This is an optimization exercise on Yosys and OpenROAD, whose aim is small area, not a production implementation.
The RTL was checked by simulation tests, not by an equivalence proof against the original design.
No activity file was given, so power comes from the tool's default toggle rates.

## run 1
## Clock
module Clock(CLK, RST, ButtonMode, ButtonDigit, ButtonValue, DigitEnable, DigitValue);
	input CLK;
	input RST;
	input ButtonMode, ButtonDigit, ButtonValue;
	output[5:0] DigitEnable;
	output[6:0] DigitValue;
	wire ScanPulse;
	wire SecondTick;
	wire MinuteTick;
	wire HourTick;
	wire[3:0] SecLSD, MinLSD, HourLSD;
	wire[2:0] SecMSD, MinMSD;
	wire[1:0] HourMSD;
	wire[2:0] ActiveDigit;
	wire IncrementDigit;
	wire GlobalPause;
	SecondTick T1(	.CLK(CLK),
					.RST(RST),
					.Pulse(ScanPulse),
					.Tick(SecondTick));
	Adjust A1(	.CLK(CLK),
				.RST(RST),
				.ButtonMode(ButtonMode),
				.ButtonDigit(ButtonDigit),
				.ButtonValue(ButtonValue),
				.Editing(GlobalPause),
				.Digit(ActiveDigit),
				.IncrementDigit(IncrementDigit));
	SecondsMinutesDigits S1(	.CLK(CLK),
								.RST(RST),
								.InTick(SecondTick & ~GlobalPause),
								.EditEnable(ActiveDigit[0] & GlobalPause),
								.Increment(IncrementDigit),
								.OutTick(MinuteTick),
								.MSD(SecMSD),
								.LSD(SecLSD));
	SecondsMinutesDigits S2(	.CLK(CLK),
								.RST(RST),
								.InTick(MinuteTick & ~GlobalPause),
								.EditEnable(ActiveDigit[1] & GlobalPause),
								.Increment(IncrementDigit),
								.OutTick(HourTick),
								.MSD(MinMSD),
								.LSD(MinLSD));
	HoursDigits H1(	.CLK(CLK),
					.RST(RST),
					.InTick(HourTick & ~GlobalPause),
					.EditEnable(ActiveDigit[2] & GlobalPause),
					.Increment(IncrementDigit),
					.MSD(HourMSD),
					.LSD(HourLSD));
  ...
==> flow/config.mk <==
export PLATFORM = sky130hd
export DESIGN_NAME = Clock
export DESIGN_NICKNAME = Clock
export VERILOG_FILES = /design/flow/design.v
export SDC_FILE = /design/flow/constraint.sdc
export NUM_CORES = 4
export LEC_CHECK = 0
export CAP_MARGIN = 20
export CORE_MARGIN = 2
export CORE_UTILIZATION = 65
export CTS_BUF_LIST = sky130_fd_sc_hd__clkbuf_4
export CTS_CLUSTER_DIAMETER = 60
export CTS_CLUSTER_SIZE = 30
export SLEW_MARGIN = 20
==> flow/constraint.sdc <==
create_clock -name core_clock -period 10.0 [get_ports {CLK}]
set_input_delay 2.0000 -clock core_clock [delete_from_list [all_inputs] [get_ports {CLK}]]
set_output_delay 2.0000 -clock core_clock [all_outputs]
set_load 0.01 [all_outputs]
standard.sh (not shown) runs the stock make flow with config.mk's settings and CLKGATE_MAP_FILE= SYNTH_SCRIPT=/design/flow/synth_recipe.tcl, a recipe that flattens the netlist after the stock synthesis.
==> flow/flow/run.sh <==
#!/bin/bash
# Own layout flow: the standard flow (standard.sh, unchanged synthesis) with two
# layout settings changed:
#  - port buffers are buf_1 (the standard flow picks a larger delay buffer);
#  - clock tree without dummy load cells, built from clkbuf_4;
set -euo pipefail
bash standard.sh \
  "BUFFER_PORTS_ARGS=-buffer_cell sky130_fd_sc_hd__buf_1" \
  "CTS_ARGS=-sink_clustering_enable -repair_clock_nets -dont_use_dummy_load -buf_list sky130_fd_sc_hd__clkbuf_16 -sink_clustering_size 80 -sink_clustering_max_diameter 200" \
  finish > standard_flow.log 2>&1
Inputs modified between run 1 and run 2:
==> flow/flow/run.sh <==
#!/bin/bash
# Own layout flow, built on the standard flow (standard.sh):
#  1. Synthesis: the standard synthesis script (synth_recipe.tcl, unchanged
#     registers and names) with the ABC mapping script replaced by an area-oriented
#     one (flow/abc_map.script: two rounds of dch + amap, no buffering/upsizing).
#     ORFS's scripts are copied to scripts_abc/ and only abc_area.script differs.
#  2. Layout: the standard flow from floorplan on, with port buffers of buf_1
#     (the standard flow picks a larger delay buffer) and a clock tree of clkbuf_4
#     without dummy load cells.
# Each step's full output goes to its own log file here (synth.log, layout.log),
# beside ORFS's own logs under orfs/logs.
set -euo pipefail
W=$PWD
rm -rf "$W/scripts_abc"
cp -r "$FLOW_HOME/scripts" "$W/scripts_abc"
cp "$W/flow/abc_map.script" "$W/scripts_abc/abc_area.script"
bash standard.sh "SCRIPTS_DIR=$W/scripts_abc" "ABC_AREA=1" synth > synth.log 2>&1
bash standard.sh \
  "BUFFER_PORTS_ARGS=-buffer_cell sky130_fd_sc_hd__buf_1" \
  "CTS_ARGS=-sink_clustering_enable -repair_clock_nets -dont_use_dummy_load -buf_list sky130_fd_sc_hd__clkbuf_4 -sink_clustering_size 30 -sink_clustering_max_diameter 60" \
  finish > layout.log 2>&1
==> flow/flow/abc_map.script (new file) <==
strash
dch
amap
strash
dch
amap
topo
## What came out
Taking run 1 over run 2, the total power ratio works out to 1.3.
Post-synthesis sequential area ratio is higher on run 2
Run 2 against run 1: simple-gate portion of the synthesized area decreased 2.5 points; fraction of area in multi-input gates went down; sequential share of layout area went up; clock-pin slew on the worst setup and hold paths increased by 40 ps relative to the old numbers; final area shrank by 300 um2.
Relative to run 2, the following input files were edited for run 3:
- a deleted CTS_BUF_LIST that had been sky130_fd_sc_hd__clkbuf_4
- a deleted CTS_CLUSTER_DIAMETER that had been 60
- a change of CORE_UTILIZATION from 65 to 80
- a deleted CTS_CLUSTER_SIZE that had been 30
==> flow/flow/run.sh <==
#!/bin/bash
# Own layout flow: the standard flow (standard.sh, unchanged synthesis) with two
# layout settings changed:
#  - port buffers are buf_1 (the standard flow picks a larger delay buffer);
#  - clock tree without dummy load cells, built from clkbuf_4;
set -euo pipefail
bash standard.sh \
  "BUFFER_PORTS_ARGS=-buffer_cell sky130_fd_sc_hd__buf_1" \
  "CTS_ARGS=-sink_clustering_enable -repair_clock_nets -dont_use_dummy_load -buf_list sky130_fd_sc_hd__clkbuf_4 -sink_clustering_size 30 -sink_clustering_max_diameter 60" \
  finish > standard_flow.log 2>&1
removed: flow/flow/abc_map.script
[summary]
From run 2 to run 3 the numbers moved as follows: slew at the pin closest to its max-slew limit now sits lower; final worst slack shows an increase of 670 ps; worst hold slack rose by 3.6 ps; average wire per cell in the routed design went up; cell area now sits higher.
Per the comparison of run 3 with run 2, cell count after synthesis decreased 4.0%, final clock period utilization by the worst path lost 6.7 points, area inside the core boundary fell 15%, net count reported at finish shows a reduction of 5.5%.
Looking at final total power across run 2 and run 3, the one that comes out lower is run 2.
Run 2: PASS, flow complete, no timing, DRC or antenna violations
Run 3 closes out successfully: all stages finished, all timing, DRC and antenna checks passed.
Here is what was changed in the inputs of run 4 compared with run 3.
- CTS_BUF_LIST newly set to sky130_fd_sc_hd__clkbuf_4
- CORE_UTILIZATION changed from 80 to 65
- CTS_CLUSTER_DIAMETER newly set to 60
- CTS_CLUSTER_SIZE newly set to 30
==> flow/run.sh (new file) <==
#!/bin/bash
# synth_recipe.tcl (not shown) runs the flow's synth.tcl, then flattens the netlist and writes it again
# the make line also repeats each setting of config.mk as NAME=value (left out here)
make -C /OpenROAD-flow-scripts/flow DESIGN_CONFIG=/design/flow/config.mk WORK_HOME=/design/flow/orfs CLKGATE_MAP_FILE= SYNTH_SCRIPT=/design/flow/synth_recipe.tcl finish
removed: flow/flow/run.sh
removed: flow/standard.sh
Run 4 ended up with a lower post-place setup slack than run 3 did. Compared with run 3, run 4 has less setup slack. Diff run 3 -> run 4: die outline height picked up an extra 6.4 um, count of clock-buffer cells in the layout picked up an extra 2, final estimated routing congestion in global placement lost about 6%, biggest fanout along the worst timing path lost 1, wire length lost 2.2%. Of run 3 and run 4, the higher proportion of power drawn by combinational gates belongs to run 3. Run 4 was carried through to the last stage, and its layout satisfied the timing, DRC and antenna checks.
> inputs changed (run 4 -> run 5)
==> flow/flow/run.sh (new file) <==
#!/bin/bash
# Own layout flow, built on the standard flow (standard.sh):
#  1. Synthesis: the standard synthesis script (synth_recipe.tcl, unchanged
#     registers and names) with the ABC mapping script replaced by an area-oriented
#     one (flow/abc_map.script: two rounds of dch + amap, no buffering/upsizing),
#     and without the adder-extraction step (ADDER_MAP_FILE empty).
#     ORFS's scripts are copied to scripts_abc/ and only abc_area.script differs.
#  2. Layout: the standard flow from floorplan on, with port buffers of buf_1
#     (the standard flow picks a larger delay buffer) and a clock tree of clkbuf_4
#     without dummy load cells.
# Each step's full output goes to its own log file here (synth.log, layout.log),
# beside ORFS's own logs under orfs/logs.
set -euo pipefail
W=$PWD
rm -rf "$W/scripts_abc"
cp -r "$FLOW_HOME/scripts" "$W/scripts_abc"
cp "$W/flow/abc_map.script" "$W/scripts_abc/abc_area.script"
bash standard.sh "SCRIPTS_DIR=$W/scripts_abc" "ABC_AREA=1" "ADDER_MAP_FILE=" synth > synth.log 2>&1
bash standard.sh \
  "BUFFER_PORTS_ARGS=-buffer_cell sky130_fd_sc_hd__buf_1" \
  "CTS_ARGS=-sink_clustering_enable -repair_clock_nets -dont_use_dummy_load -buf_list sky130_fd_sc_hd__clkbuf_4 -sink_clustering_size 30 -sink_clustering_max_diameter 60" \
  finish > layout.log 2>&1
==> flow/flow/abc_map.script (new file) <==
strash
dch
amap
strash
dch
amap
topo
==> flow/standard.sh (new file) <==
#!/bin/bash
# synth_recipe.tcl (not shown) runs the flow's synth.tcl, then flattens the netlist and writes it again
# the make line also repeats each setting of config.mk as NAME=value (left out here)
make -C /OpenROAD-flow-scripts/flow DESIGN_CONFIG=/design/flow/config.mk WORK_HOME=/design/flow/orfs CLKGATE_MAP_FILE= SYNTH_SCRIPT=/design/flow/synth_recipe.tcl "${@:-finish}"
removed: flow/run.sh
--- outcome ---
- Against run 4, run 5 reports a power share of the clock group that is lower.
- On power density relative to cell area, run 4 and run 5 are neck and neck.
- Compared with run 4, run 5 ends up with a smaller final cell area.
- Of run 4 and run 5, the higher width of the die belongs to run 4.

[static timing again, ports no longer ideal]
How much do the figures lean on ideal ports? The routed layouts below were timed once more, with nothing changed but the port constraints. Step 1 (the two cells are an assumption about what drives the block):
set clk [get_ports {CLK}]
set_driving_cell -lib_cell sky130_fd_sc_hd__clkbuf_16 $clk
set_driving_cell -lib_cell sky130_fd_sc_hd__buf_2 [delete_from_list [all_inputs] $clk]
Step 2 also shifts input and output timing later by t, the mid clock arrival at the registers, as if the neighbouring blocks saw the same clock. Slacks: ideal / step 1 / step 2; pairs: ideal / step 1.
run | t, ns | slack for setup (ns) | hold WS [ns] | worst setup path at the end
run 1 | 0.349 | 5.962 / 5.930 / 6.279 | 0.347 / 0.347 / 0.347 | register to output
run 2 | 0.411 | 5.233 / 5.208 / 5.620 | 0.357 / 0.357 / 0.357 | register to output
run 3 | 0.419 | 5.899 / 5.876 / 6.295 | 0.361 / 0.361 / 0.361 | register to output
run 4 | 0.420 | 5.433 / 5.409 / 5.830 | 0.370 / 0.370 / 0.370 | register to output
run 5 | 0.402 | 5.654 / 5.629 / 6.032 | 0.354 / 0.354 / 0.354 | register to output
After both steps setup and hold are still met in every run listed.
